Background: an optimization exercise with open tools, aiming at small area and a short achievable clock period. Do not read the settings as production practice.
At most, simulation tests tie the RTL to the original design; equivalence was not proved.
Power is estimated from default activity; no workload was simulated.

## JK
// matriscarpici
module matriscarpici #(parameter M=8)(
    input clk,
    input rst,
    input [M-1:0] matris_veri,
    input matris_gecerli,
    output reg [2*M+1:0] carpim_veri,
    output reg carpim_gecerli
    );
    reg [4:0] n;           
    reg [1:0] k;           
    reg [M-1:0] d_r;       
    reg [M+1:0] t_r3;      
    reg t_r;               
    reg [M+3:0] p0l, p0h, p1l, p1h;  
    reg pv;                
    reg [M-1:0] s [0:7];   
    reg [2*M+1:0] f0, g0, f1, g1;  
    wire take = matris_gecerli && !n[4];
    wire a_r = t_r && (n[4:3] == 2'b00 || n == 5'd8);   
    wire b_r = t_r && !a_r;                              
    wire shift_a = a_r || (b_r && !n[0]);                
    wire clr = !n[4] && !n[3];
    wire [M+1:0] r0 [0:3];
    wire [M+1:0] r1 [0:3];
    genvar q;
    generate
        for (q = 0; q < 4; q = q + 1) begin : rows
            wire [1:0] a0 = s[0][2*q+1:2*q];
            wire [1:0] a1 = s[4][2*q+1:2*q];
            assign r0[q] = a0[1] ? (a0[0] ? t_r3 : {1'b0, d_r, 1'b0}) : (a0[0] ? {2'b00, d_r} : {(M+2){1'b0}});
            assign r1[q] = a1[1] ? (a1[0] ? t_r3 : {1'b0, d_r, 1'b0}) : (a1[0] ? {2'b00, d_r} : {(M+2){1'b0}});
        end
    endgenerate
    wire [2*M+1:0] sum0 = f0 + p0l + {p0h, 4'd0};
    wire [2*M+1:0] sum1 = f1 + p1l + {p1h, 4'd0};
    wire out_sum = !rst && n[4] && !k[1] && pv;
    wire [2*M+1:0] out_held = (rst || !n[4]) ? {(2*M+2){1'b0}} :
                              k[1] ? f1 : g0;
    integer j;
    always @(posedge clk) begin
        d_r <= matris_veri;
        t_r3 <= {2'b00, matris_veri} + {1'b0, matris_veri, 1'b0};
        t_r <= take && !rst;
        if (shift_a) begin
            for (j = 0; j < 7; j = j + 1)
                s[j] <= s[j+1];
            s[7] <= d_r;
        end
        p0l <= r0[0] + {r0[1], 2'b00};
        p0h <= r0[2] + {r0[3], 2'b00};
        p1l <= r1[0] + {r1[1], 2'b00};
        p1h <= r1[2] + {r1[3], 2'b00};
        pv <= b_r;
        if (clr || pv) begin
            f0 <= g0;
            f1 <= g1;
  ...
For scale: ~230 flip-flops, ~30 I/O pins, about 12000 um^2 of cells after synthesis.
==> flow/config.mk <==
export PLATFORM = sky130hd
export DESIGN_NAME = matriscarpici
export DESIGN_NICKNAME = matriscarpici
export VERILOG_FILES = /design/flow/design.v
export SDC_FILE = /design/flow/constraint.sdc
export NUM_CORES = 4
export LEC_CHECK = 0
export ABC_AREA = 1
export CAP_MARGIN = 20
export CORE_MARGIN = 2
export CORE_UTILIZATION = 75
export CTS_CLUSTER_DIAMETER = 150
export CTS_CLUSTER_SIZE = 30
export SETUP_SLACK_MARGIN = 5
export SLEW_MARGIN = 20
==> flow/constraint.sdc <==
create_clock -name core_clock -period 9.5 [get_ports {clk}]
set_input_delay 1.9000 -clock core_clock [delete_from_list [all_inputs] [get_ports {clk}]]
set_output_delay 1.9000 -clock core_clock [all_outputs]
set_load 0.01 [all_outputs]
standard.sh (not shown) runs the stock make flow with config.mk's settings and CLKGATE_MAP_FILE= SYNTH_SCRIPT=/design/flow/synth_recipe.tcl, a recipe that flattens the netlist after the stock synthesis.
==> flow/flow/run.sh <==
#!/bin/bash
# Standard layout with extra ORFS make settings from flow/make_args.txt
# (repair-timing margin and similar); the full make output goes to standard.log.
args=$(cat flow/make_args.txt)
bash standard.sh $args finish > standard.log 2>&1
==> flow/flow/make_args.txt <==
SETUP_SLACK_MARGIN=6.7
### JK -> MS
- CORE_UTILIZATION now 65, was 75
==> flow/flow/make_args.txt <==
SETUP_SLACK_MARGIN=7.1
Between MS and JK, it is MS whose layout net count is higher, by 24.
The part of the power in combinational logic in MS sits 1.4 points above the value recorded for JK.
Re shortest clock period the worst path allows after layout: JK and MS aren't equal, and the higher value belongs to MS.
MS against JK: length in cells of the worst reg-to-reg path down 4; overall track demand over capacity in global routing down 6.3 points.
Number of standard cells in the final layout excluding fillers of MS exceeds that of JK by a few percent.
Per the comparison of MS with JK, placed instance count has increased; fmax has remained practically unchanged; routed wire length has decreased; met3 usage in global routing has decreased; setup slack of the worst register-to-register path has increased.
### MS -> AL
==> flow/flow/make_args.txt <==
SETUP_SLACK_MARGIN=6.8
Findings:
- [AL vs MS] placer's final routability congestion estimate: lower in AL
- Delta (AL minus MS): finished layout cell area dropped about 4%; stage delay of the slowest cell on the critical path closely matched the old numbers; smallest setup slack after layout now sits at about the same level.
- AL reached the end of the flow, and the finished layout is clean on the timing, DRC and antenna checks.
- AL -> MS: met3 capacity usage during global routing flat
diff inputs: AL => TR
==> flow/flow/make_args.txt <==
SETUP_SLACK_MARGIN=6.5
Results
TR finished all stages; the layout is clean. NOTE: final area in TR falls short of that of AL. Per the comparison of TR with AL, number of cells on the worst hold path saw little to no change; global-route wire length before repair now sits lower.
#### Input delta (PW over TR)
==> flow/flow/make_args.txt <==
SETUP_SLACK_MARGIN=6.7
[summary]
- Taking TR as the reference, in PW final core area utilization higher, clock-pin slew on the worst setup and hold paths now sits at about the same level.
- In PW the proportion of power drawn by the clock network turned out 0.2 points lower than in TR.
- Run comparison: TR startpoint of the most critical setup path carpim_veri[2]; PW startpoint of the most critical setup path carpim_veri[0]
- Re layout multi-input combinational cell count: no difference whatsoever between TR and PW.
- From TR to PW the numbers moved as follows: non-clock buffer count went up about 50%, routed wire length went up 650 um, sum of internal, switching and leakage power went up 0.61%.
- Summary of the comparison: design area is higher in PW, relative to TR.

## job 101
Another version of the RTL of matriscarpici (not shown whole).
Size: roughly 1100 cells after synthesis, about 230 flip-flops, about 12000 um^2 of cells after synthesis.
export LEC_CHECK = 0
export ABC_CLOCK_PERIOD_IN_PS = 2500
export CAP_MARGIN = 20
export CORE_MARGIN = 2
export CORE_UTILIZATION = 40
export SETUP_SLACK_MARGIN = 5
export SLEW_MARGIN = 20
create_clock -name core_clock -period 9.5 [get_ports {clk}]
==> flow/flow/make_args.txt <==
SETUP_SLACK_MARGIN=6.0
Scripts as last shown in full above: flow/flow/run.sh
Job 101 went all the way through synthesis, placement and routing and the layout is clean on timing, DRC and antenna.
> inputs changed (job 101 -> job 102)
- removing ABC_CLOCK_PERIOD_IN_PS (formerly 2500)
==> flow/flow/run.sh <==
#!/bin/bash
# Standard layout, unchanged; logs kept in this folder.
bash standard.sh > standard.log 2>&1
removed: flow/flow/make_args.txt
### Flow results
- Job 102 finished all stages; the layout is clean.
- As of job 102, clock power had fallen slightly compared to job 101.
- Taking job 101 as the reference point, the wire length on met2 of job 102 falls by 790 um.
- For met3 track demand over resource, job 101 and job 102 come out practically identical.
#### Input delta (job 103 over job 102)
==> flow/run.sh (new file) <==
#!/bin/bash
# synth_recipe.tcl (not shown) runs the flow's synth.tcl, then flattens the netlist and writes it again
# the make line also repeats each setting of config.mk as NAME=value (left out here)
make -C /OpenROAD-flow-scripts/flow DESIGN_CONFIG=/design/flow/config.mk WORK_HOME=/design/flow/orfs CLKGATE_MAP_FILE= SYNTH_SCRIPT=/design/flow/synth_recipe.tcl finish
removed: flow/flow/run.sh
removed: flow/standard.sh
## What came out
Job 102 → job 103: post-layout worst setup margin shows no meaningful change; gate count of the mapped netlist shows no meaningful change; clock distribution power shows no meaningful change.
--- input diff job 103..job 104 ---
- ABC_CLOCK_PERIOD_IN_PS: unset -> 2500
==> flow/flow/run.sh (new file) <==
#!/bin/bash
# Standard layout with extra ORFS make settings from flow/make_args.txt
# (repair-timing margin and similar); the full make output goes to standard.log.
args=$(cat flow/make_args.txt)
bash standard.sh $args finish > standard.log 2>&1
==> flow/flow/make_args.txt (new file) <==
SETUP_SLACK_MARGIN=6.5
==> flow/standard.sh (new file) <==
#!/bin/bash
# synth_recipe.tcl (not shown) runs the flow's synth.tcl, then flattens the netlist and writes it again
# the make line also repeats each setting of config.mk as NAME=value (left out here)
make -C /OpenROAD-flow-scripts/flow DESIGN_CONFIG=/design/flow/config.mk WORK_HOME=/design/flow/orfs CLKGATE_MAP_FILE= SYNTH_SCRIPT=/design/flow/synth_recipe.tcl "${@:-finish}"
removed: flow/run.sh
Results
- Reported for job 104 and job 103, synthesis-stage register bit count turned out identical to the last digit.
- Job 104: full flow OK, the timing, DRC and antenna checks passed
- [compare] base=job 103 new=job 104: part of the power in combinational logic rose 7.0 points; per-cell routed wire length rose 0.66 um; proportion of final cell area spent on non-clock buffers rose 3.7 points; post-CTS setup buffer count rose 54.
- Length of the first detailed-routing pass in iterations: job 104 vs job 103 down 1
Setup changes, job 104 to job 105
- ABC_CLOCK_PERIOD_IN_PS no longer set, was 2500
--- outcome ---
Diff job 105..job 104 | total leakage power | unchanged
Per the comparison of job 105 with job 104, detailed-placement wirelength estimate stayed essentially flat, die boundary width was more or less identical, length of routed wiring on met1 shows no meaningful change.
Compared with job 104, in job 105 maximum clock frequency neither gained nor lost much; hold slack shows no meaningful change; overall routed net length held steady.
Going from job 104 to job 105, fraction of synthesis flops using an asynchronous set or reset pin flat; clock network fraction of design power flat.
No functional check of the RTL was part of any run of this note.

## old
The RTL this note starts from:
==> flow/design.v <==
`timescale 1ns / 1ps
module matriscarpici #(parameter M=8)(
    input clk,
    input rst,
    input [M-1:0] matris_veri,
    input matris_gecerli,
    output reg [2*M+1:0] carpim_veri,
    output reg carpim_gecerli
    );
    reg [4:0] n;           
    reg [1:0] k;           
    reg [M-1:0] d_r;       
    reg [M+1:0] t_r3;      
    reg t_r;               
    reg [M+3:0] p0l, p0h, p1l, p1h;  
    reg pv;                
    reg [M-1:0] s [0:7];   
    reg [2*M+1:0] f0, g0, f1, g1;  
    wire take = matris_gecerli && !n[4];
    wire a_r = t_r && (n[4:3] == 2'b00 || n == 5'd8);   
    wire b_r = t_r && !a_r;                              
    wire shift_a = a_r || (b_r && !n[0]);                
    wire clr = !n[4] && !n[3];
    wire [M+1:0] r0 [0:3];
    wire [M+1:0] r1 [0:3];
    genvar q;
    generate
        for (q = 0; q < 4; q = q + 1) begin : rows
            wire [1:0] a0 = s[0][2*q+1:2*q];
            wire [1:0] a1 = s[4][2*q+1:2*q];
            assign r0[q] = a0[1] ? (a0[0] ? t_r3 : {1'b0, d_r, 1'b0}) : (a0[0] ? {2'b00, d_r} : {(M+2){1'b0}});
            assign r1[q] = a1[1] ? (a1[0] ? t_r3 : {1'b0, d_r, 1'b0}) : (a1[0] ? {2'b00, d_r} : {(M+2){1'b0}});
        end
    endgenerate
    wire [2*M+1:0] sum0 = f0 + p0l + {p0h, 4'd0};
    wire [2*M+1:0] sum1 = f1 + p1l + {p1h, 4'd0};
    wire out_sum = !rst && n[4] && !k[1] && pv;
    wire [2*M+1:0] out_held = (rst || !n[4]) ? {(2*M+2){1'b0}} :
                              k[1] ? f1 : g0;
    integer j;
    always @(posedge clk) begin
        d_r <= matris_veri;
        t_r3 <= {2'b00, matris_veri} + {1'b0, matris_veri, 1'b0};
        t_r <= take && !rst;
        if (shift_a) begin
            for (j = 0; j < 7; j = j + 1)
                s[j] <= s[j+1];
            s[7] <= d_r;
        end
        p0l <= r0[0] + {r0[1], 2'b00};
        p0h <= r0[2] + {r0[3], 2'b00};
        p1l <= r1[0] + {r1[1], 2'b00};
        p1h <= r1[2] + {r1[3], 2'b00};
        pv <= b_r;
        if (clr || pv) begin
            f0 <= g0;
            f1 <= g1;
        end else if (n[4] && k == 2'd2) begin
            f1 <= g1;            
        end
        if (clr) begin
            g0 <= 0;
            g1 <= 0;
        end else if (pv) begin
            g0 <= sum0;
            g1 <= sum1;
        end
        carpim_veri <= out_sum ? sum0 : out_held;
        carpim_gecerli <= !rst && n[4];
        if (rst) begin
            n <= 0;
            k <= 0;
        end else if (n[4]) begin
            k <= k + 1;
            if (k == 2'd3)
                n <= 0;
        end else if (take) begin
            n <= n + 1;
        end
    end
endmodule
Settings: LEC_CHECK=0, ABC_AREA=1, CAP_MARGIN=20, CORE_MARGIN=2, CORE_UTILIZATION=65, CTS_CLUSTER_DIAMETER=150, CTS_CLUSTER_SIZE=30, SETUP_SLACK_MARGIN=5, SLEW_MARGIN=20; clock period 9.5 ns.
==> flow/flow/run.sh <==
#!/bin/bash
# Standard layout with extra ORFS make settings from flow/make_args.txt
# (repair-timing margin and similar); the full make output goes to standard.log.
args=$(cat flow/make_args.txt)
bash standard.sh $args finish > standard.log 2>&1
==> flow/flow/make_args.txt <==
SETUP_SLACK_MARGIN=6.9
Input changes introduced in new (baseline for comparison: old):
- changing CTS_CLUSTER_DIAMETER from 150 to 100
- setting CTS_BUF_LIST to sky130_fd_sc_hd__clkbuf_8 for the first time
- changing CTS_CLUSTER_SIZE from 30 to 16
==> flow/flow/make_args.txt <==
SETUP_SLACK_MARGIN=6.5
Notes after the runs:
- The lower minimum clock period came out of old.
- | area added between synthesis and finish | higher: old |
- new vs old: power spent charging and discharging nets up slightly

==> what the ideal ports hide <==
The flow's constraints put no driver on any port. The routed layouts listed below were extracted and timed again, unchanged, in two steps.
Step 1 sets driving cells, clkbuf_16 on the clock port and buf_2 on the other inputs (assumed; they add their load-dependent delay and slew).
Step 2 moves the port delays by t, midway between the first and last clock arrival at a register: inputs arrive t later, outputs are due t later. That takes back most of the time a late clock gives input paths.
Slacks: ideal / step 1 / step 2; pairs: ideal / step 1.
run | t (ns) | slack for setup (ns) | clock arrival spread, ns
JK | 0.516 | 6.649 / 6.603 / 6.204 | 0.021 / 0.021
MS | 0.517 | 6.646 / 6.599 / 6.343 | 0.014 / 0.014
AL | 0.513 | 6.644 / 6.596 / 6.277 | 0.024 / 0.024
TR | 0.514 | 6.527 / 6.482 / 6.038 | 0.017 / 0.017
PW | 0.518 | 6.634 / 6.586 / 6.240 | 0.024 / 0.024
job 101 | 0.572 | 6.025 / 6.025 / 5.878 | 0.027 / 0.027
job 102 | 0.576 | 5.705 / 5.705 / 5.705 | 0.022 / 0.022
job 103 | 0.576 | 5.705 / 5.705 / 5.705 | 0.022 / 0.022
job 104 | 0.575 | 6.135 / 6.135 / 6.064 | 0.018 / 0.017
job 105 | 0.575 | 6.135 / 6.135 / 6.064 | 0.018 / 0.017
old | 0.524 | 6.636 / 6.590 / 6.318 | 0.027 / 0.027
new | 0.561 | 6.520 / 6.478 / 6.039 | 0.037 / 0.037
After both steps every run listed still meets setup and hold. The setup slack of TR, which loses most, moves by -0.045 ns with the drivers and by -0.489 ns with both steps.
